From an optimization exercise on the open Yosys and OpenROAD flow, aimed at small area; shortcuts taken in it are not production practice.
Only the layout flow was run in this run; the RTL was not checked for function there.
Power is estimated from default activity; no workload was simulated.

==> config.mk <==
export PLATFORM = sky130hd
export DESIGN_NAME = FIR
export DESIGN_NICKNAME = FIR
export VERILOG_FILES = /design/flow/design.v
export SDC_FILE = /design/flow/constraint.sdc
export NUM_CORES = 4
export LEC_CHECK = 0
export CAP_MARGIN = 20
export CORE_MARGIN = 2
export CORE_UTILIZATION = 40
export SLEW_MARGIN = 20
==> constraint.sdc <==
create_clock -name core_clock -period 6.0 [get_ports {clk}]
set_input_delay 1.2000 -clock core_clock [delete_from_list [all_inputs] [get_ports {clk}]]
set_output_delay 1.2000 -clock core_clock [all_outputs]
set_load 0.01 [all_outputs]
==> design.v <==
`timescale 1ns/1ns
module FIR(
	input				clk,
	input				rst_n,
	input				clk_en,
	input  [15:0]	filter_in,
	output [15:0]	filter_out
);
reg [15:0] d0, d1, d2, d3, d4, d5, d6, d7, d8, d9;
reg [15:0] out;
reg clr;    
always @(posedge clk or negedge rst_n) begin
	if (!rst_n) clr <= 1'b1;
	else        clr <= 1'b0;
end
always @(posedge clk or negedge rst_n) begin
	if (!rst_n) out <= 16'd0;
	else if (clk_en & ~clr) out <= S[26:11];
end
always @(posedge clk) begin
	if (clk_en) d0 <= filter_in;
	else if (clr) d0 <= 16'd0;
	if (clr) begin
		d1 <= 16'd0; d2 <= 16'd0; d3 <= 16'd0; d4 <= 16'd0; d5 <= 16'd0; d6 <= 16'd0; d7 <= 16'd0; d8 <= 16'd0; d9 <= 16'd0;
	end else if (clk_en) begin
		d1 <= d0; d2 <= d1; d3 <= d2; d4 <= d3; d5 <= d4; d6 <= d5; d7 <= d6; d8 <= d7; d9 <= d8; 
	end
end
wire [16:0] A = d1 + d9;
wire [16:0] B = d2 + d8;
wire [16:0] C = d3 + d7;
wire [16:0] D = d4 + d6;
wire Ss1 = ~(d5[4] ^ ~d5[6]);
wire Sc2 = d5[4] | ~d5[6];
wire Ss3 = d5[5] ^ ~d5[7] ^ ~d5[3];
wire Sc4 = (d5[5] & ~d5[7]) | (d5[5] & ~d5[3]) | (~d5[7] & ~d5[3]);
wire Ss5 = ~d5[1] ^ A[4];
wire Sc6 = ~d5[1] & A[4];
wire Ss7 = d5[6] ^ d5[0] ^ ~d5[8];
wire Sc8 = (d5[6] & d5[0]) | (d5[6] & ~d5[8]) | (d5[0] & ~d5[8]);
wire Ss9 = ~d5[4] ^ ~d5[2] ^ A[5];
wire Sc10 = (~d5[4] & ~d5[2]) | (~d5[4] & A[5]) | (~d5[2] & A[5]);
wire Ss11 = B[8] ^ B[6];
wire Sc12 = B[8] & B[6];
wire Ss13 = d5[7] ^ d5[1] ^ ~d5[9];
wire Sc14 = (d5[7] & d5[1]) | (d5[7] & ~d5[9]) | (d5[1] & ~d5[9]);
wire Ss15 = ~d5[5] ^ ~d5[3] ^ A[6];
wire Sc16 = (~d5[5] & ~d5[3]) | (~d5[5] & A[6]) | (~d5[3] & A[6]);
wire Ss17 = B[9] ^ B[7] ^ C[7];
wire Sc18 = (B[9] & B[7]) | (B[9] & C[7]) | (B[7] & C[7]);
wire Ss19 = d5[8] ^ d5[2] ^ ~d5[10];
wire Sc20 = (d5[8] & d5[2]) | (d5[8] & ~d5[10]) | (d5[2] & ~d5[10]);
wire Ss21 = ~d5[6] ^ ~d5[4] ^ A[7];
wire Sc22 = (~d5[6] & ~d5[4]) | (~d5[6] & A[7]) | (~d5[4] & A[7]);
wire Ss23 = B[10] ^ B[8] ^ C[8];
wire Sc24 = (B[10] & B[8]) | (B[10] & C[8]) | (B[8] & C[8]);
wire Ss25 = d5[9] ^ d5[3] ^ ~d5[11];
wire Sc26 = (d5[9] & d5[3]) | (d5[9] & ~d5[11]) | (d5[3] & ~d5[11]);
wire Ss27 = ~d5[7] ^ ~d5[5] ^ A[8];
wire Sc28 = (~d5[7] & ~d5[5]) | (~d5[7] & A[8]) | (~d5[5] & A[8]);
wire Ss29 = B[11] ^ B[9] ^ C[9];
wire Sc30 = (B[11] & B[9]) | (B[11] & C[9]) | (B[9] & C[9]);
wire Ss31 = d5[10] ^ d5[4] ^ ~d5[12];
wire Sc32 = (d5[10] & d5[4]) | (d5[10] & ~d5[12]) | (d5[4] & ~d5[12]);
wire Ss33 = ~d5[8] ^ ~d5[6] ^ A[9];
wire Sc34 = (~d5[8] & ~d5[6]) | (~d5[8] & A[9]) | (~d5[6] & A[9]);
wire Ss35 = B[12] ^ B[10] ^ C[10];
wire Sc36 = (B[12] & B[10]) | (B[12] & C[10]) | (B[10] & C[10]);
wire Ss37 = d5[11] ^ d5[5] ^ ~d5[13];
wire Sc38 = (d5[11] & d5[5]) | (d5[11] & ~d5[13]) | (d5[5] & ~d5[13]);
wire Ss39 = ~d5[9] ^ ~d5[7] ^ A[10];
wire Sc40 = (~d5[9] & ~d5[7]) | (~d5[9] & A[10]) | (~d5[7] & A[10]);
wire Ss41 = B[13] ^ B[11] ^ C[11];
wire Sc42 = (B[13] & B[11]) | (B[13] & C[11]) | (B[11] & C[11]);
wire Ss43 = d5[12] ^ d5[6] ^ ~d5[14];
wire Sc44 = (d5[12] & d5[6]) | (d5[12] & ~d5[14]) | (d5[6] & ~d5[14]);
wire Ss45 = ~d5[10] ^ ~d5[8] ^ A[11];
wire Sc46 = (~d5[10] & ~d5[8]) | (~d5[10] & A[11]) | (~d5[8] & A[11]);
wire Ss47 = B[14] ^ B[12] ^ C[12];
wire Sc48 = (B[14] & B[12]) | (B[14] & C[12]) | (B[12] & C[12]);
wire Ss49 = d5[13] ^ d5[7] ^ ~d5[15];
wire Sc50 = (d5[13] & d5[7]) | (d5[13] & ~d5[15]) | (d5[7] & ~d5[15]);
wire Ss51 = ~d5[11] ^ ~d5[9] ^ A[12];
wire Sc52 = (~d5[11] & ~d5[9]) | (~d5[11] & A[12]) | (~d5[9] & A[12]);
wire Ss53 = B[15] ^ B[13] ^ C[13];
wire Sc54 = (B[15] & B[13]) | (B[15] & C[13]) | (B[13] & C[13]);
wire Ss55 = ~(d5[14] ^ d5[8]);
wire Sc56 = d5[14] | d5[8];
wire Ss57 = ~d5[12] ^ ~d5[10] ^ A[13];
wire Sc58 = (~d5[12] & ~d5[10]) | (~d5[12] & A[13]) | (~d5[10] & A[13]);
wire Ss59 = B[16] ^ B[14] ^ C[14];
wire Sc60 = (B[16] & B[14]) | (B[16] & C[14]) | (B[14] & C[14]);
wire Ss61 = d5[15] ^ d5[9];
wire Sc62 = d5[15] & d5[9];
wire Ss63 = d5[1] ^ ~d5[3];
wire Sc64 = d5[1] & ~d5[3];
wire Ss65 = d5[2] ^ ~d5[4] ^ ~d5[0];
wire Sc66 = (d5[2] & ~d5[4]) | (d5[2] & ~d5[0]) | (~d5[4] & ~d5[0]);
wire Ss67 = A[1] ^ B[4] ^ B[2];
wire Sc68 = (A[1] & B[4]) | (A[1] & B[2]) | (B[4] & B[2]);
wire Ss69 = ~(d5[3] ^ ~d5[5]);
wire Sc70 = d5[3] | ~d5[5];
wire Ss71 = ~d5[1] ^ A[2] ^ B[5];
wire Sc72 = (~d5[1] & A[2]) | (~d5[1] & B[5]) | (A[2] & B[5]);
wire Ss73 = B[3] ^ C[3] ^ D[2];
wire Sc74 = (B[3] & C[3]) | (B[3] & D[2]) | (C[3] & D[2]);
wire Ss75 = ~d5[2] ^ ~d5[0] ^ Ss1;
wire Sc76 = (~d5[2] & ~d5[0]) | (~d5[2] & Ss1) | (~d5[0] & Ss1);
wire Ss77 = A[3] ^ B[6] ^ B[4];
wire Sc78 = (A[3] & B[6]) | (A[3] & B[4]) | (B[6] & B[4]);
wire Ss79 = C[4] ^ C[0] ^ D[3];
wire Sc80 = (C[4] & C[0]) | (C[4] & D[3]) | (C[0] & D[3]);
wire Ss81 = ~A[6] ^ ~C[6];
wire Sc82 = ~A[6] & ~C[6];
wire Ss83 = Sc2 ^ Ss3 ^ B[7];
wire Sc84 = (Sc2 & Ss3) | (Sc2 & B[7]) | (Ss3 & B[7]);
wire Ss85 = B[5] ^ C[5] ^ C[1];
wire Sc86 = (B[5] & C[5]) | (B[5] & C[1]) | (C[5] & C[1]);
wire Ss87 = D[4] ^ D[0] ^ ~A[7];
wire Sc88 = (D[4] & D[0]) | (D[4] & ~A[7]) | (D[0] & ~A[7]);
wire Ss89 = ~C[7] ^ ~C[3] ^ ~D[7];
wire Sc90 = (~C[7] & ~C[3]) | (~C[7] & ~D[7]) | (~C[3] & ~D[7]);
wire Ss91 = Sc4 ^ Ss7 ^ C[6];
wire Sc92 = (Sc4 & Ss7) | (Sc4 & C[6]) | (Ss7 & C[6]);
wire Ss93 = C[2] ^ D[5] ^ D[1];
wire Sc94 = (C[2] & D[5]) | (C[2] & D[1]) | (D[5] & D[1]);
wire Ss95 = ~A[8] ^ ~C[8] ^ ~C[4];
wire Sc96 = (~A[8] & ~C[8]) | (~A[8] & ~C[4]) | (~C[8] & ~C[4]);
wire Ss97 = ~D[8] ^ Sc6 ^ Ss11;
wire Sc98 = (~D[8] & Sc6) | (~D[8] & Ss11) | (Sc6 & Ss11);
wire Ss99 = Sc8 ^ Ss13 ^ C[3];
wire Sc100 = (Sc8 & Ss13) | (Sc8 & C[3]) | (Ss13 & C[3]);
wire Ss101 = D[6] ^ D[2] ^ ~A[9];
wire Sc102 = (D[6] & D[2]) | (D[6] & ~A[9]) | (D[2] & ~A[9]);
wire Ss103 = ~C[9] ^ ~C[5] ^ ~D[9];
wire Sc104 = (~C[9] & ~C[5]) | (~C[9] & ~D[9]) | (~C[5] & ~D[9]);
wire Ss105 = Sc12 ^ Sc10 ^ Ss15;
wire Sc106 = (Sc12 & Sc10) | (Sc12 & Ss15) | (Sc10 & Ss15);
wire Ss107 = Sc14 ^ Ss19 ^ C[4];
wire Sc108 = (Sc14 & Ss19) | (Sc14 & C[4]) | (Ss19 & C[4]);
wire Ss109 = D[7] ^ D[3] ^ ~A[10];
wire Sc110 = (D[7] & D[3]) | (D[7] & ~A[10]) | (D[3] & ~A[10]);
wire Ss111 = ~C[10] ^ ~C[6] ^ ~D[10];
wire Sc112 = (~C[10] & ~C[6]) | (~C[10] & ~D[10]) | (~C[6] & ~D[10]);
wire Ss113 = Sc16 ^ Sc18 ^ Ss21;
wire Sc114 = (Sc16 & Sc18) | (Sc16 & Ss21) | (Sc18 & Ss21);
wire Ss115 = Sc20 ^ Ss25 ^ C[5];
wire Sc116 = (Sc20 & Ss25) | (Sc20 & C[5]) | (Ss25 & C[5]);
wire Ss117 = D[8] ^ D[4] ^ ~A[11];
wire Sc118 = (D[8] & D[4]) | (D[8] & ~A[11]) | (D[4] & ~A[11]);
wire Ss119 = ~C[11] ^ ~C[7] ^ ~D[11];
wire Sc120 = (~C[11] & ~C[7]) | (~C[11] & ~D[11]) | (~C[7] & ~D[11]);
wire Ss121 = Sc22 ^ Sc24 ^ Ss27;
wire Sc122 = (Sc22 & Sc24) | (Sc22 & Ss27) | (Sc24 & Ss27);
wire Ss123 = Sc26 ^ Ss31 ^ C[6];
wire Sc124 = (Sc26 & Ss31) | (Sc26 & C[6]) | (Ss31 & C[6]);
wire Ss125 = D[9] ^ D[5] ^ ~A[12];
wire Sc126 = (D[9] & D[5]) | (D[9] & ~A[12]) | (D[5] & ~A[12]);
wire Ss127 = ~C[12] ^ ~C[8] ^ ~D[12];
wire Sc128 = (~C[12] & ~C[8]) | (~C[12] & ~D[12]) | (~C[8] & ~D[12]);
wire Ss129 = Sc28 ^ Sc30 ^ Ss33;
wire Sc130 = (Sc28 & Sc30) | (Sc28 & Ss33) | (Sc30 & Ss33);
wire Ss131 = Sc32 ^ Ss37 ^ C[7];
wire Sc132 = (Sc32 & Ss37) | (Sc32 & C[7]) | (Ss37 & C[7]);
wire Ss133 = D[10] ^ D[6] ^ ~A[13];
wire Sc134 = (D[10] & D[6]) | (D[10] & ~A[13]) | (D[6] & ~A[13]);
wire Ss135 = ~C[13] ^ ~C[9] ^ ~D[13];
wire Sc136 = (~C[13] & ~C[9]) | (~C[13] & ~D[13]) | (~C[9] & ~D[13]);
wire Ss137 = Sc34 ^ Sc36 ^ Ss39;
wire Sc138 = (Sc34 & Sc36) | (Sc34 & Ss39) | (Sc36 & Ss39);
wire Ss139 = Sc38 ^ Ss43 ^ C[8];
wire Sc140 = (Sc38 & Ss43) | (Sc38 & C[8]) | (Ss43 & C[8]);
wire Ss141 = D[11] ^ D[7] ^ ~A[14];
wire Sc142 = (D[11] & D[7]) | (D[11] & ~A[14]) | (D[7] & ~A[14]);
wire Ss143 = ~C[14] ^ ~C[10] ^ ~D[14];
wire Sc144 = (~C[14] & ~C[10]) | (~C[14] & ~D[14]) | (~C[10] & ~D[14]);
wire Ss145 = Sc40 ^ Sc42 ^ Ss45;
wire Sc146 = (Sc40 & Sc42) | (Sc40 & Ss45) | (Sc42 & Ss45);
wire Ss147 = Sc44 ^ Ss49 ^ C[9];
wire Sc148 = (Sc44 & Ss49) | (Sc44 & C[9]) | (Ss49 & C[9]);
wire Ss149 = D[12] ^ D[8] ^ ~A[15];
wire Sc150 = (D[12] & D[8]) | (D[12] & ~A[15]) | (D[8] & ~A[15]);
wire Ss151 = ~C[15] ^ ~C[11] ^ ~D[15];
wire Sc152 = (~C[15] & ~C[11]) | (~C[15] & ~D[15]) | (~C[11] & ~D[15]);
wire Ss153 = Sc46 ^ Sc48 ^ Ss51;
wire Sc154 = (Sc46 & Sc48) | (Sc46 & Ss51) | (Sc48 & Ss51);
wire Ss155 = Sc50 ^ Ss55 ^ C[10];
wire Sc156 = (Sc50 & Ss55) | (Sc50 & C[10]) | (Ss55 & C[10]);
wire Ss157 = D[13] ^ D[9] ^ ~A[16];
wire Sc158 = (D[13] & D[9]) | (D[13] & ~A[16]) | (D[9] & ~A[16]);
wire Ss159 = ~C[16] ^ ~C[12] ^ ~D[16];
wire Sc160 = (~C[16] & ~C[12]) | (~C[16] & ~D[16]) | (~C[12] & ~D[16]);
wire Ss161 = Sc52 ^ Sc54 ^ Ss57;
wire Sc162 = (Sc52 & Sc54) | (Sc52 & Ss57) | (Sc54 & Ss57);
wire Ss163 = ~d5[13] ^ ~d5[11] ^ Ss61;
wire Sc164 = (~d5[13] & ~d5[11]) | (~d5[13] & Ss61) | (~d5[11] & Ss61);
wire Ss165 = Sc56 ^ A[14] ^ B[15];
wire Sc166 = (Sc56 & A[14]) | (Sc56 & B[15]) | (A[14] & B[15]);
wire Ss167 = C[15] ^ C[11] ^ D[14];
wire Sc168 = (C[15] & C[11]) | (C[15] & D[14]) | (C[11] & D[14]);
wire Ss169 = D[10] ^ ~C[13] ^ Sc58;
wire Sc170 = (D[10] & ~C[13]) | (D[10] & Sc58) | (~C[13] & Sc58);
wire Ss171 = d5[10] ^ ~d5[14] ^ ~d5[12];
wire Sc172 = (d5[10] & ~d5[14]) | (d5[10] & ~d5[12]) | (~d5[14] & ~d5[12]);
wire Ss173 = Sc62 ^ A[15] ^ B[16];
wire Sc174 = (Sc62 & A[15]) | (Sc62 & B[16]) | (A[15] & B[16]);
wire Ss175 = C[16] ^ C[12] ^ D[15];
wire Sc176 = (C[16] & C[12]) | (C[16] & D[15]) | (C[12] & D[15]);
wire Ss177 = ~(d5[11] ^ ~d5[15]);
wire Sc178 = d5[11] | ~d5[15];
wire Ss179 = ~d5[13] ^ A[16];
wire Sc180 = ~d5[13] & A[16];
wire Ss181 = ~(d5[0] ^ ~d5[2]);
wire Sc182 = d5[0] | ~d5[2];
wire Ss183 = B[2] ^ B[0];
wire Sc184 = B[2] & B[0];
wire Ss185 = Ss63 ^ A[0] ^ B[3];
wire Sc186 = (Ss63 & A[0]) | (Ss63 & B[3]) | (A[0] & B[3]);
wire Ss187 = B[1] ^ C[1] ^ D[0];
wire Sc188 = (B[1] & C[1]) | (B[1] & D[0]) | (C[1] & D[0]);
wire Ss189 = ~A[3] ^ ~C[3];
wire Sc190 = ~A[3] & ~C[3];
wire Ss191 = Sc64 ^ Ss65 ^ C[2];
wire Sc192 = (Sc64 & Ss65) | (Sc64 & C[2]) | (Ss65 & C[2]);
wire Ss193 = D[1] ^ ~A[4] ^ ~C[4];
wire Sc194 = (D[1] & ~A[4]) | (D[1] & ~C[4]) | (~A[4] & ~C[4]);
wire Ss195 = ~C[0] ^ ~D[4] ^ Ss67;
wire Sc196 = (~C[0] & ~D[4]) | (~C[0] & Ss67) | (~D[4] & Ss67);
wire Ss197 = Sc66 ^ Ss69 ^ ~A[5];
wire Sc198 = (Sc66 & Ss69) | (Sc66 & ~A[5]) | (Ss69 & ~A[5]);
wire Ss199 = ~C[5] ^ ~C[1] ^ ~D[5];
wire Sc200 = (~C[5] & ~C[1]) | (~C[5] & ~D[5]) | (~C[1] & ~D[5]);
wire Ss201 = Sc68 ^ Ss71 ^ Ss73;
wire Sc202 = (Sc68 & Ss71) | (Sc68 & Ss73) | (Ss71 & Ss73);
wire Ss203 = Sc70 ^ Ss75 ^ ~C[2];
wire Sc204 = (Sc70 & Ss75) | (Sc70 & ~C[2]) | (Ss75 & ~C[2]);
wire Ss205 = ~D[6] ^ Ss81 ^ Sc72;
wire Sc206 = (~D[6] & Ss81) | (~D[6] & Sc72) | (Ss81 & Sc72);
wire Ss207 = Sc74 ^ Ss77 ^ Ss79;
wire Sc208 = (Sc74 & Ss77) | (Sc74 & Ss79) | (Ss77 & Ss79);
wire Ss209 = Sc76 ^ Sc82 ^ Ss5;
wire Sc210 = (Sc76 & Sc82) | (Sc76 & Ss5) | (Sc82 & Ss5);
wire Ss211 = Sc78 ^ Sc80 ^ Ss83;
wire Sc212 = (Sc78 & Sc80) | (Sc78 & Ss83) | (Sc80 & Ss83);
wire Ss213 = Ss85 ^ Ss87 ^ Ss89;
wire Sc214 = (Ss85 & Ss87) | (Ss85 & Ss89) | (Ss87 & Ss89);
wire Ss215 = Sc84 ^ Sc86 ^ Sc88;
wire Sc216 = (Sc84 & Sc86) | (Sc84 & Sc88) | (Sc86 & Sc88);
wire Ss217 = Sc90 ^ Ss91 ^ Ss93;
wire Sc218 = (Sc90 & Ss91) | (Sc90 & Ss93) | (Ss91 & Ss93);
wire Ss219 = Ss9 ^ Ss95 ^ Ss97;
wire Sc220 = (Ss9 & Ss95) | (Ss9 & Ss97) | (Ss95 & Ss97);
wire Ss221 = Sc92 ^ Sc94 ^ Sc96;
wire Sc222 = (Sc92 & Sc94) | (Sc92 & Sc96) | (Sc94 & Sc96);
wire Ss223 = Ss99 ^ Ss17 ^ Ss101;
wire Sc224 = (Ss99 & Ss17) | (Ss99 & Ss101) | (Ss17 & Ss101);
wire Ss225 = Ss103 ^ Sc98 ^ Ss105;
wire Sc226 = (Ss103 & Sc98) | (Ss103 & Ss105) | (Sc98 & Ss105);
wire Ss227 = Sc100 ^ Sc102 ^ Sc104;
wire Sc228 = (Sc100 & Sc102) | (Sc100 & Sc104) | (Sc102 & Sc104);
wire Ss229 = Ss107 ^ Ss23 ^ Ss109;
wire Sc230 = (Ss107 & Ss23) | (Ss107 & Ss109) | (Ss23 & Ss109);
wire Ss231 = Ss111 ^ Sc106 ^ Ss113;
wire Sc232 = (Ss111 & Sc106) | (Ss111 & Ss113) | (Sc106 & Ss113);
wire Ss233 = Sc108 ^ Sc110 ^ Sc112;
wire Sc234 = (Sc108 & Sc110) | (Sc108 & Sc112) | (Sc110 & Sc112);
wire Ss235 = Ss115 ^ Ss29 ^ Ss117;
wire Sc236 = (Ss115 & Ss29) | (Ss115 & Ss117) | (Ss29 & Ss117);
wire Ss237 = Ss119 ^ Sc114 ^ Ss121;
wire Sc238 = (Ss119 & Sc114) | (Ss119 & Ss121) | (Sc114 & Ss121);
wire Ss239 = Sc116 ^ Sc118 ^ Sc120;
wire Sc240 = (Sc116 & Sc118) | (Sc116 & Sc120) | (Sc118 & Sc120);
wire Ss241 = Ss123 ^ Ss35 ^ Ss125;
wire Sc242 = (Ss123 & Ss35) | (Ss123 & Ss125) | (Ss35 & Ss125);
wire Ss243 = Ss127 ^ Sc122 ^ Ss129;
wire Sc244 = (Ss127 & Sc122) | (Ss127 & Ss129) | (Sc122 & Ss129);
wire Ss245 = Sc124 ^ Sc126 ^ Sc128;
wire Sc246 = (Sc124 & Sc126) | (Sc124 & Sc128) | (Sc126 & Sc128);
wire Ss247 = Ss131 ^ Ss41 ^ Ss133;
wire Sc248 = (Ss131 & Ss41) | (Ss131 & Ss133) | (Ss41 & Ss133);
wire Ss249 = Ss135 ^ Sc130 ^ Ss137;
wire Sc250 = (Ss135 & Sc130) | (Ss135 & Ss137) | (Sc130 & Ss137);
wire Ss251 = Sc132 ^ Sc134 ^ Sc136;
wire Sc252 = (Sc132 & Sc134) | (Sc132 & Sc136) | (Sc134 & Sc136);
wire Ss253 = Ss139 ^ Ss47 ^ Ss141;
wire Sc254 = (Ss139 & Ss47) | (Ss139 & Ss141) | (Ss47 & Ss141);
wire Ss255 = Ss143 ^ Sc138 ^ Ss145;
wire Sc256 = (Ss143 & Sc138) | (Ss143 & Ss145) | (Sc138 & Ss145);
wire Ss257 = Sc140 ^ Sc142 ^ Sc144;
wire Sc258 = (Sc140 & Sc142) | (Sc140 & Sc144) | (Sc142 & Sc144);
wire Ss259 = Ss147 ^ Ss53 ^ Ss149;
wire Sc260 = (Ss147 & Ss53) | (Ss147 & Ss149) | (Ss53 & Ss149);
wire Ss261 = Ss151 ^ Sc146 ^ Ss153;
wire Sc262 = (Ss151 & Sc146) | (Ss151 & Ss153) | (Sc146 & Ss153);
wire Ss263 = Sc148 ^ Sc150 ^ Sc152;
wire Sc264 = (Sc148 & Sc150) | (Sc148 & Sc152) | (Sc150 & Sc152);
wire Ss265 = Ss155 ^ Ss59 ^ Ss157;
wire Sc266 = (Ss155 & Ss59) | (Ss155 & Ss157) | (Ss59 & Ss157);
wire Ss267 = Ss159 ^ Sc154 ^ Ss161;
wire Sc268 = (Ss159 & Sc154) | (Ss159 & Ss161) | (Sc154 & Ss161);
wire Ss269 = Ss163 ^ Sc156 ^ Sc60;
wire Sc270 = (Ss163 & Sc156) | (Ss163 & Sc60) | (Sc156 & Sc60);
wire Ss271 = Sc158 ^ Sc160 ^ Ss165;
wire Sc272 = (Sc158 & Sc160) | (Sc158 & Ss165) | (Sc160 & Ss165);
wire Ss273 = Ss167 ^ Sc162 ^ Ss169;
wire Sc274 = (Ss167 & Sc162) | (Ss167 & Ss169) | (Sc162 & Ss169);
wire Ss275 = Ss171 ^ Sc164 ^ D[11];
wire Sc276 = (Ss171 & Sc164) | (Ss171 & D[11]) | (Sc164 & D[11]);
wire Ss277 = ~C[14] ^ Sc166 ^ Sc168;
wire Sc278 = (~C[14] & Sc166) | (~C[14] & Sc168) | (Sc166 & Sc168);
wire Ss279 = Ss173 ^ Ss175 ^ Sc170;
wire Sc280 = (Ss173 & Ss175) | (Ss173 & Sc170) | (Ss175 & Sc170);
wire Ss281 = Sc172 ^ Ss177 ^ C[13];
wire Sc282 = (Sc172 & Ss177) | (Sc172 & C[13]) | (Ss177 & C[13]);
wire Ss283 = D[16] ^ D[12] ^ ~C[15];
wire Sc284 = (D[16] & D[12]) | (D[16] & ~C[15]) | (D[12] & ~C[15]);
wire Ss285 = Ss179 ^ Sc174 ^ Sc176;
wire Sc286 = (Ss179 & Sc174) | (Ss179 & Sc176) | (Sc174 & Sc176);
wire Ss287 = d5[12] ^ ~d5[14] ^ Sc178;
wire Sc288 = (d5[12] & ~d5[14]) | (d5[12] & Sc178) | (~d5[14] & Sc178);
wire Ss289 = C[14] ^ D[13] ^ ~C[16];
wire Sc290 = (C[14] & D[13]) | (C[14] & ~C[16]) | (D[13] & ~C[16]);
wire Ss291 = ~d5[0] ^ B[0];
wire Sc292 = ~d5[0] & B[0];
wire Ss293 = ~d5[1] ^ B[1] ^ ~A[1];
wire Sc294 = (~d5[1] & B[1]) | (~d5[1] & ~A[1]) | (B[1] & ~A[1]);
wire Ss295 = Ss181 ^ C[0] ^ ~A[2];
wire Sc296 = (Ss181 & C[0]) | (Ss181 & ~A[2]) | (C[0] & ~A[2]);
wire Ss297 = ~C[2] ^ ~D[2];
wire Sc298 = ~C[2] & ~D[2];
wire Ss299 = Sc182 ^ ~D[3] ^ Sc184;
wire Sc300 = (Sc182 & ~D[3]) | (Sc182 & Sc184) | (~D[3] & Sc184);
wire Ss301 = Ss189 ^ Ss185 ^ Ss187;
wire Sc302 = (Ss189 & Ss185) | (Ss189 & Ss187) | (Ss185 & Ss187);
wire Ss303 = Sc190 ^ Sc186 ^ Sc188;
wire Sc304 = (Sc190 & Sc186) | (Sc190 & Sc188) | (Sc186 & Sc188);
wire Ss305 = Ss191 ^ Ss193 ^ Ss195;
wire Sc306 = (Ss191 & Ss193) | (Ss191 & Ss195) | (Ss193 & Ss195);
wire Ss307 = Sc192 ^ Sc194 ^ Ss197;
wire Sc308 = (Sc192 & Sc194) | (Sc192 & Ss197) | (Sc194 & Ss197);
wire Ss309 = Ss199 ^ Sc196 ^ Ss201;
wire Sc310 = (Ss199 & Sc196) | (Ss199 & Ss201) | (Sc196 & Ss201);
wire Ss311 = Sc198 ^ Sc200 ^ Ss203;
wire Sc312 = (Sc198 & Sc200) | (Sc198 & Ss203) | (Sc200 & Ss203);
wire Ss313 = Sc202 ^ Ss205 ^ Ss207;
wire Sc314 = (Sc202 & Ss205) | (Sc202 & Ss207) | (Ss205 & Ss207);
wire Ss315 = Sc204 ^ Ss209 ^ Sc206;
wire Sc316 = (Sc204 & Ss209) | (Sc204 & Sc206) | (Ss209 & Sc206);
wire Ss317 = Sc208 ^ Ss211 ^ Ss213;
wire Sc318 = (Sc208 & Ss211) | (Sc208 & Ss213) | (Ss211 & Ss213);
wire Ss319 = Sc210 ^ Sc212 ^ Sc214;
wire Sc320 = (Sc210 & Sc212) | (Sc210 & Sc214) | (Sc212 & Sc214);
wire Ss321 = Ss215 ^ Ss217 ^ Ss219;
wire Sc322 = (Ss215 & Ss217) | (Ss215 & Ss219) | (Ss217 & Ss219);
wire Ss323 = Sc216 ^ Sc218 ^ Ss221;
wire Sc324 = (Sc216 & Sc218) | (Sc216 & Ss221) | (Sc218 & Ss221);
wire Ss325 = Ss223 ^ Sc220 ^ Ss225;
wire Sc326 = (Ss223 & Sc220) | (Ss223 & Ss225) | (Sc220 & Ss225);
wire Ss327 = Sc222 ^ Sc224 ^ Ss227;
wire Sc328 = (Sc222 & Sc224) | (Sc222 & Ss227) | (Sc224 & Ss227);
wire Ss329 = Ss229 ^ Sc226 ^ Ss231;
wire Sc330 = (Ss229 & Sc226) | (Ss229 & Ss231) | (Sc226 & Ss231);
wire Ss331 = Sc228 ^ Sc230 ^ Ss233;
wire Sc332 = (Sc228 & Sc230) | (Sc228 & Ss233) | (Sc230 & Ss233);
wire Ss333 = Ss235 ^ Sc232 ^ Ss237;
wire Sc334 = (Ss235 & Sc232) | (Ss235 & Ss237) | (Sc232 & Ss237);
wire Ss335 = Sc234 ^ Sc236 ^ Ss239;
wire Sc336 = (Sc234 & Sc236) | (Sc234 & Ss239) | (Sc236 & Ss239);
wire Ss337 = Ss241 ^ Sc238 ^ Ss243;
wire Sc338 = (Ss241 & Sc238) | (Ss241 & Ss243) | (Sc238 & Ss243);
wire Ss339 = Sc240 ^ Sc242 ^ Ss245;
wire Sc340 = (Sc240 & Sc242) | (Sc240 & Ss245) | (Sc242 & Ss245);
wire Ss341 = Ss247 ^ Sc244 ^ Ss249;
wire Sc342 = (Ss247 & Sc244) | (Ss247 & Ss249) | (Sc244 & Ss249);
wire Ss343 = Sc246 ^ Sc248 ^ Ss251;
wire Sc344 = (Sc246 & Sc248) | (Sc246 & Ss251) | (Sc248 & Ss251);
wire Ss345 = Ss253 ^ Sc250 ^ Ss255;
wire Sc346 = (Ss253 & Sc250) | (Ss253 & Ss255) | (Sc250 & Ss255);
wire Ss347 = Sc252 ^ Sc254 ^ Ss257;
wire Sc348 = (Sc252 & Sc254) | (Sc252 & Ss257) | (Sc254 & Ss257);
wire Ss349 = Ss259 ^ Sc256 ^ Ss261;
wire Sc350 = (Ss259 & Sc256) | (Ss259 & Ss261) | (Sc256 & Ss261);
wire Ss351 = Sc258 ^ Sc260 ^ Ss263;
wire Sc352 = (Sc258 & Sc260) | (Sc258 & Ss263) | (Sc260 & Ss263);
wire Ss353 = Ss265 ^ Sc262 ^ Ss267;
wire Sc354 = (Ss265 & Sc262) | (Ss265 & Ss267) | (Sc262 & Ss267);
wire Ss355 = Sc264 ^ Ss269 ^ Sc266;
wire Sc356 = (Sc264 & Ss269) | (Sc264 & Sc266) | (Ss269 & Sc266);
wire Ss357 = Ss271 ^ Sc268 ^ Ss273;
wire Sc358 = (Ss271 & Sc268) | (Ss271 & Ss273) | (Sc268 & Ss273);
wire Ss359 = Ss275 ^ Sc270 ^ Sc272;
wire Sc360 = (Ss275 & Sc270) | (Ss275 & Sc272) | (Sc270 & Sc272);
wire Ss361 = Ss277 ^ Sc274 ^ Ss279;
wire Sc362 = (Ss277 & Sc274) | (Ss277 & Ss279) | (Sc274 & Ss279);
wire Ss363 = Sc276 ^ Ss281 ^ Ss283;
wire Sc364 = (Sc276 & Ss281) | (Sc276 & Ss283) | (Ss281 & Ss283);
wire Ss365 = Sc278 ^ Ss285 ^ Sc280;
wire Sc366 = (Sc278 & Ss285) | (Sc278 & Sc280) | (Ss285 & Sc280);
wire Ss367 = Ss287 ^ Sc180 ^ Sc282;
wire Sc368 = (Ss287 & Sc180) | (Ss287 & Sc282) | (Sc180 & Sc282);
wire Ss369 = Sc284 ^ Ss289 ^ Sc286;
wire Sc370 = (Sc284 & Ss289) | (Sc284 & Sc286) | (Ss289 & Sc286);
wire Ss371 = d5[13] ^ ~d5[15] ^ Sc288;
wire Sc372 = (d5[13] & ~d5[15]) | (d5[13] & Sc288) | (~d5[15] & Sc288);
wire Ss373 = C[15] ^ D[14] ^ Sc290;
wire Sc374 = (C[15] & D[14]) | (C[15] & Sc290) | (D[14] & Sc290);
wire Ss375 = d5[14] ^ C[16];
wire Sc376 = d5[14] & C[16];
wire Ss377 = ~A[0] ^ ~C[0];
wire Sc378 = ~A[0] & ~C[0];
wire Ss379 = ~C[1] ^ ~D[1] ^ Sc292;
wire Sc380 = (~C[1] & ~D[1]) | (~C[1] & Sc292) | (~D[1] & Sc292);
wire Ss381 = Ss183 ^ Ss297 ^ Sc294;
wire Sc382 = (Ss183 & Ss297) | (Ss183 & Sc294) | (Ss297 & Sc294);
wire Ss383 = Sc298 ^ Sc296 ^ Ss299;
wire Sc384 = (Sc298 & Sc296) | (Sc298 & Ss299) | (Sc296 & Ss299);
wire Ss385 = Sc300 ^ Sc302 ^ Ss303;
wire Sc386 = (Sc300 & Sc302) | (Sc300 & Ss303) | (Sc302 & Ss303);
wire Ss387 = Sc304 ^ Ss307 ^ Sc306;
wire Sc388 = (Sc304 & Ss307) | (Sc304 & Sc306) | (Ss307 & Sc306);
wire Ss389 = Sc308 ^ Ss311 ^ Sc310;
wire Sc390 = (Sc308 & Ss311) | (Sc308 & Sc310) | (Ss311 & Sc310);
wire Ss391 = Sc312 ^ Ss315 ^ Sc314;
wire Sc392 = (Sc312 & Ss315) | (Sc312 & Sc314) | (Ss315 & Sc314);
wire Ss393 = Sc316 ^ Sc318 ^ Ss319;
wire Sc394 = (Sc316 & Sc318) | (Sc316 & Ss319) | (Sc318 & Ss319);
wire Ss395 = Sc320 ^ Ss323 ^ Sc322;
wire Sc396 = (Sc320 & Ss323) | (Sc320 & Sc322) | (Ss323 & Sc322);
wire Ss397 = Sc324 ^ Ss327 ^ Sc326;
wire Sc398 = (Sc324 & Ss327) | (Sc324 & Sc326) | (Ss327 & Sc326);
wire Ss399 = Sc328 ^ Ss331 ^ Sc330;
wire Sc400 = (Sc328 & Ss331) | (Sc328 & Sc330) | (Ss331 & Sc330);
wire Ss401 = Sc332 ^ Ss335 ^ Sc334;
wire Sc402 = (Sc332 & Ss335) | (Sc332 & Sc334) | (Ss335 & Sc334);
wire Ss403 = Sc336 ^ Ss339 ^ Sc338;
wire Sc404 = (Sc336 & Ss339) | (Sc336 & Sc338) | (Ss339 & Sc338);
wire Ss405 = Sc340 ^ Ss343 ^ Sc342;
wire Sc406 = (Sc340 & Ss343) | (Sc340 & Sc342) | (Ss343 & Sc342);
wire Ss407 = Sc344 ^ Ss347 ^ Sc346;
wire Sc408 = (Sc344 & Ss347) | (Sc344 & Sc346) | (Ss347 & Sc346);
wire Ss409 = Sc348 ^ Ss351 ^ Sc350;
wire Sc410 = (Sc348 & Ss351) | (Sc348 & Sc350) | (Ss351 & Sc350);
wire Ss411 = Sc352 ^ Ss355 ^ Sc354;
wire Sc412 = (Sc352 & Ss355) | (Sc352 & Sc354) | (Ss355 & Sc354);
wire Ss413 = Sc356 ^ Ss359 ^ Sc358;
wire Sc414 = (Sc356 & Ss359) | (Sc356 & Sc358) | (Ss359 & Sc358);
wire Ss415 = Ss363 ^ Sc360 ^ Sc362;
wire Sc416 = (Ss363 & Sc360) | (Ss363 & Sc362) | (Sc360 & Sc362);
wire Ss417 = Ss367 ^ Sc364 ^ Ss369;
wire Sc418 = (Ss367 & Sc364) | (Ss367 & Ss369) | (Sc364 & Ss369);
wire Ss419 = Ss371 ^ Sc368 ^ Ss373;
wire Sc420 = (Ss371 & Sc368) | (Ss371 & Ss373) | (Sc368 & Ss373);
wire Ss421 = D[15] ^ Sc372 ^ Ss375;
wire Sc422 = (D[15] & Sc372) | (D[15] & Ss375) | (Sc372 & Ss375);
wire Ss423 = ~(d5[15] ^ D[16]);
wire Sc424 = d5[15] | D[16];
wire Ss425 = ~D[0] ^ Ss291;
wire Sc426 = ~D[0] & Ss291;
wire Ss427 = Sc378 ^ Ss293 ^ Ss379;
wire Sc428 = (Sc378 & Ss293) | (Sc378 & Ss379) | (Ss293 & Ss379);
wire Ss429 = Ss295 ^ Sc380 ^ Ss381;
wire Sc430 = (Ss295 & Sc380) | (Ss295 & Ss381) | (Sc380 & Ss381);
wire Ss431 = Sc382 ^ Ss301 ^ Ss383;
wire Sc432 = (Sc382 & Ss301) | (Sc382 & Ss383) | (Ss301 & Ss383);
wire Ss433 = Sc384 ^ Ss385 ^ Ss305;
wire Sc434 = (Sc384 & Ss385) | (Sc384 & Ss305) | (Ss385 & Ss305);
wire Ss435 = Sc386 ^ Ss309 ^ Ss387;
wire Sc436 = (Sc386 & Ss309) | (Sc386 & Ss387) | (Ss309 & Ss387);
wire Ss437 = Ss313 ^ Sc388 ^ Ss389;
wire Sc438 = (Ss313 & Sc388) | (Ss313 & Ss389) | (Sc388 & Ss389);
wire Ss439 = Ss317 ^ Sc390 ^ Ss391;
wire Sc440 = (Ss317 & Sc390) | (Ss317 & Ss391) | (Sc390 & Ss391);
wire Ss441 = Ss321 ^ Sc392 ^ Ss393;
wire Sc442 = (Ss321 & Sc392) | (Ss321 & Ss393) | (Sc392 & Ss393);
wire Ss443 = Sc394 ^ Ss325 ^ Ss395;
wire Sc444 = (Sc394 & Ss325) | (Sc394 & Ss395) | (Ss325 & Ss395);
wire Ss445 = Ss329 ^ Sc396 ^ Ss397;
wire Sc446 = (Ss329 & Sc396) | (Ss329 & Ss397) | (Sc396 & Ss397);
wire Ss447 = Ss333 ^ Sc398 ^ Ss399;
wire Sc448 = (Ss333 & Sc398) | (Ss333 & Ss399) | (Sc398 & Ss399);
wire Ss449 = Ss337 ^ Sc400 ^ Ss401;
wire Sc450 = (Ss337 & Sc400) | (Ss337 & Ss401) | (Sc400 & Ss401);
wire Ss451 = Ss341 ^ Sc402 ^ Ss403;
wire Sc452 = (Ss341 & Sc402) | (Ss341 & Ss403) | (Sc402 & Ss403);
wire Ss453 = Ss345 ^ Sc404 ^ Ss405;
wire Sc454 = (Ss345 & Sc404) | (Ss345 & Ss405) | (Sc404 & Ss405);
wire Ss455 = Ss349 ^ Sc406 ^ Ss407;
wire Sc456 = (Ss349 & Sc406) | (Ss349 & Ss407) | (Sc406 & Ss407);
wire Ss457 = Ss353 ^ Sc408 ^ Ss409;
wire Sc458 = (Ss353 & Sc408) | (Ss353 & Ss409) | (Sc408 & Ss409);
wire Ss459 = Ss357 ^ Sc410 ^ Ss411;
wire Sc460 = (Ss357 & Sc410) | (Ss357 & Ss411) | (Sc410 & Ss411);
wire Ss461 = Ss361 ^ Sc412 ^ Ss413;
wire Sc462 = (Ss361 & Sc412) | (Ss361 & Ss413) | (Sc412 & Ss413);
wire Ss463 = Ss365 ^ Sc414 ^ Ss415;
wire Sc464 = (Ss365 & Sc414) | (Ss365 & Ss415) | (Sc414 & Ss415);
wire Ss465 = Sc366 ^ Ss417 ^ Sc416;
wire Sc466 = (Sc366 & Ss417) | (Sc366 & Sc416) | (Ss417 & Sc416);
wire Ss467 = Sc370 ^ Ss419 ^ Sc418;
wire Sc468 = (Sc370 & Ss419) | (Sc370 & Sc418) | (Ss419 & Sc418);
wire Ss469 = Ss421 ^ Sc374 ^ Sc420;
wire Sc470 = (Ss421 & Sc374) | (Ss421 & Sc420) | (Sc374 & Sc420);
wire Ss471 = Sc376 ^ Ss423 ^ Sc422;
wire Sc472 = (Sc376 & Ss423) | (Sc376 & Sc422) | (Ss423 & Sc422);
wire Ss473 = ~Sc424;
wire Sc474 = Sc424;
wire [26:0] S_r1 = {1'b1, Sc474, Sc472, Sc470, Sc468, Sc466, Sc464, Sc462, Sc460, Sc458, Sc456, Sc454, Sc452, Sc450, Sc448, Sc446, Sc444, Sc442, Sc440, Sc438, Sc436, Sc434, Sc432, Sc430, Sc428, Sc426, Ss425};
wire [26:0] S_r2 = {1'b0, 1'b1, Ss473, Ss471, Ss469, Ss467, Ss465, Ss463, Ss461, Ss459, Ss457, Ss455, Ss453, Ss451, Ss449, Ss447, Ss445, Ss443, Ss441, Ss439, Ss437, Ss435, Ss433, Ss431, Ss429, Ss427, Ss377};
wire [26:0] S = S_r1 + S_r2;
assign filter_out = out;
endmodule
==> run.sh <==
#!/bin/bash
# synth_recipe.tcl (not shown) runs the flow's synth.tcl, then flattens the netlist and writes it again
# the make line also repeats each setting of config.mk as NAME=value (left out here)
make -C /OpenROAD-flow-scripts/flow DESIGN_CONFIG=/design/flow/config.mk WORK_HOME=/design/flow/orfs CLKGATE_MAP_FILE= SYNTH_SCRIPT=/design/flow/synth_recipe.tcl finish
==> flow_summary.yaml <==
routing:
  drt_wl_total_um: 40500
  wire_per_inst_um: 16.4
  drt-initial-drc-count: 535
  drc_errors: 0
  vias_per_cell: 4.78
  ant_nets: 0
  drtPass1Iterations: 5
  vias: 11800
timing:
  fin_crit_ns: 6.68
  setup_tns_ns: -7.14
  slew_headroom: 0.418
  clock-skew-final_ns: 0.0138
  slew_violations: 0
  finalSetupViolCount: 16
  worst_pin_slew_ns: 0.873
  finalHoldViolCount: 0
  setup_ws_ns: -0.681
  finalCritPeriodShare: 1.11
  rsz0062_at_grt: "yes"
  fmax_ghz: 0.150
logic_synthesis:
  syn_nets: 1956
  syn_area_per_cell_um2: 9.85
  synth_top_area_frac: 0.280
  yosys.area.top_type: "fa_1"
  ys.flop_type: "dfxtp_1"
  synth_edf_count: 16
  synth_cell_types: 67
  synth.top_cells.by_area: "fa_1 (28%), dfxtp_1 (18%), mux2i_1 (9.2%), ha_1 (8.8%), inv_1 (7.2%)"
  async_flop_share: 0.0960
  ys_warn_count: 1
  syn_inst: 1605
  ys_ff_latch: 177
  ys_seq_area_frac: 0.240
  netlist_area_mm2: 0.0158
power:
  leakagePower_nw: 9.94
  powerDensity_mw_per_mm2: 288
  ir_drop_uv: 278
critical_path:
  cp_max_fo: 4
  worstPathArrival_ns: 7.06
  crit_type: "flip-flop to flip-flop"
  critPathRequiredTime_ns: 6.38
  max_stage_delay_ns: 0.50
  crit_top_cell: "fa_1"
  start_kind: "flip-flop"
  slowest_stage: "fa_1"
  cp-end-kind: "flip-flop"
global_route:
  grt_util_all_layers: 0.206
  use_met2: 0.335
  grt_overflow: 0
  busiest_layer: "met2"
  grt_use_met1: 0.288
  grt_pass1_vias: 12600
  antenna_found_initial: 0
  met3_usage: 0.0271
  grt_max_degree: 108
  grt_first_pass_wirelength_um: 65700
clock_tree:
  cts_tree: "done"
  cts.sinks: 177
  insertion_delay_ns: 0.46
  root_buffer: "clkbuf_16"
  path_clk_slew_ns: 0.06
  cts_max_level: 4
  numCtsBuffers: 17
  cts_buffer_depth: 2
  cts_hold_repair.buffers: 0
floorplanning:
  die_x_um: 203
  rows: 72
  die_area_mm2: 0.0411
  coreArea_mm2: 0.0388
  die_y_um: 203
  initial_utilization: 0.407
  ios: 35
placement:
  dp_slack_ns: -0.765
  port_buffers: 34
  placed_cell_area_mm2: 0.0191
  place_inst: 2409
  gp_congestion: 0.881
  dp.final_hpwl_um: 33400
run:
  cap_violations: 0
final_layout:
  syn2layout_area_growth_pct: 29.9
  drive_above_1_share: 0.277
  utilization: 0.529
  final_cell_count_no_fill: 2467
  nets: 2287
  final_common_cell: "buf_4"
  final_area_mm2: 0.0205
  diodes: 0
  final_cell_mix: "buf_4 (309), inv_1 (271), fa_1 (197)"
outcome:
  so_faults: "setup timing"
  outcome: "failed layout checks"
min_path:
  hp-class: "flip-flop to flip-flop"
## final timing paths
kind,from,to,slack [ns],cells after the start
worst max-delay path,d9[0],out[11],-0.68,27
worst min-delay path,out[13],out[13],0.48,2
worst max register to register,d9[0],out[11],-0.68,27
worst min register to register,out[13],out[13],0.48,2
max in group asynchronous,rst_n,out[15],4.37,1
min in group asynchronous,rst_n,out[0],1.17,1
## Yosys cell counts, drive strengths merged (3+ instances only)
cell / number
o211ai: 10
a21oi: 60
o31ai: 4
a2111oi: 4
fa: 221
dfxtp: 144
ha: 111
clkbuf: 34
a21o: 31
nand4: 6
buf: 10
mux2i: 146
o21ai: 48
o21a: 15
xnor2: 46
nor2: 189
edfxtp: 16
a211oi: 9
and2: 17
o21bai: 9
nand3: 9
a31oi: 3
nand2: 48
dfrtp: 16
inv: 304
nand2b: 10
xor2: 22
nor3: 13
or4: 4
o221ai: 3
nor2b: 8
o2111ai: 4
## where the power goes
part           leakage [nW]  total (mW)  switching, mW  internal (mW)
Clock                 0.295        1.17          0.495          0.676
Combinational          8.10        3.42           1.62           1.81
Sequential             1.55        1.32         0.0483           1.27
Total                  9.94        5.91           2.16           3.75
## kinds of logic (layout without fill, tap and decap cells)
family / Yosys count / count (layout) / synth area share
adder cells (fa/ha/maj): 332 / 332 / 0.368
multiplexers: 146 / 146 / 0.0924
flip-flops: 177 / 177 / 0.240
other: 1 / 1 / 0.000237
XOR/XNOR: 68 / 68 / 0.0377
AO/OA/AOI/OAI: 217 / 217 / 0.0919
buffers and inverters: 348 / 692 / 0.0828
AND/OR/NAND/NOR: 316 / 316 / 0.0875
## critical path, delay by kind of cell (launching register included)
family | cells | cell delay (ns)
compound gates | 4 | 0.91
xor+xnor | 1 | 0.17
simple gates | 7 | 1.26
flops | 1 | 0.33
buf+inv | 7 | 0.73
fa+ha+maj | 8 | 3.20
## per-stage QoR
step / total power, mW / hold WS, ns
after CTS: 5.57 / 0.487
after global placement: 3.93 / 0.462
after global routing: 6.33 / 0.493
after floorplan: 2.99 / 0.457
after detailed placement: 3.98 / 0.470
final: 5.91 / 0.480
## layer usage
metal	part of all wire	wire [µm]	vias up
met4	0.019	772	0
met3	0.031	1250	41
met5	0	0	-
met1	0.49	20000	5765
li1	-	-	5797
met2	0.46	18500	199
## area by class of cell
type	instances	area (µm²)
clock buffers	19	453
clock inverters	13	158
fillers	3481	18300
inverters	304	1150
multi-input cells	1080	11500
flip-flops and latches	177	3800
well taps	518	648
repair buffers	356	2820
## registers in the layout, indices dropped and copies added (netlist names)
register and cells:
d0 16, d1 16, d2 16, d3 16, d4 16, d5 16, d6 16, d7 16
d8 16, d9 16, out 16, clr 1
## repair_timing
action	CTS	global route
resized for setup	84	82
pin swaps	78	112
buffers inserted	15	16
setup endpoints to repair	16	16
endpoints found under the hold margin	0	0

[afterwards: timing with drivers on the ports]
No port has a modelled driver above. Below, the same layout with a new extraction and two added sets of constraints. Step 1, drivers: a clkbuf_16 drives clk and a buf_2 each remaining input, both assumed. Step 2 moves the port delays by t, midway between the first and last clock arrival at a register: inputs arrive t later, outputs are due t later. That takes back most of the time a late clock gives input paths. Three values: no drivers, after step 1, after step 2; two values: the first two.
shift t [ns]: 0.504
setup slack, ns: -0.681 / -0.681 / -0.681
clock arrival spread, ns: 0.015 / 0.015
pins driven straight from the clock port: 1
The setup slack of this run moves by 0.000 ns with the drivers and by 0.000 ns with both steps.
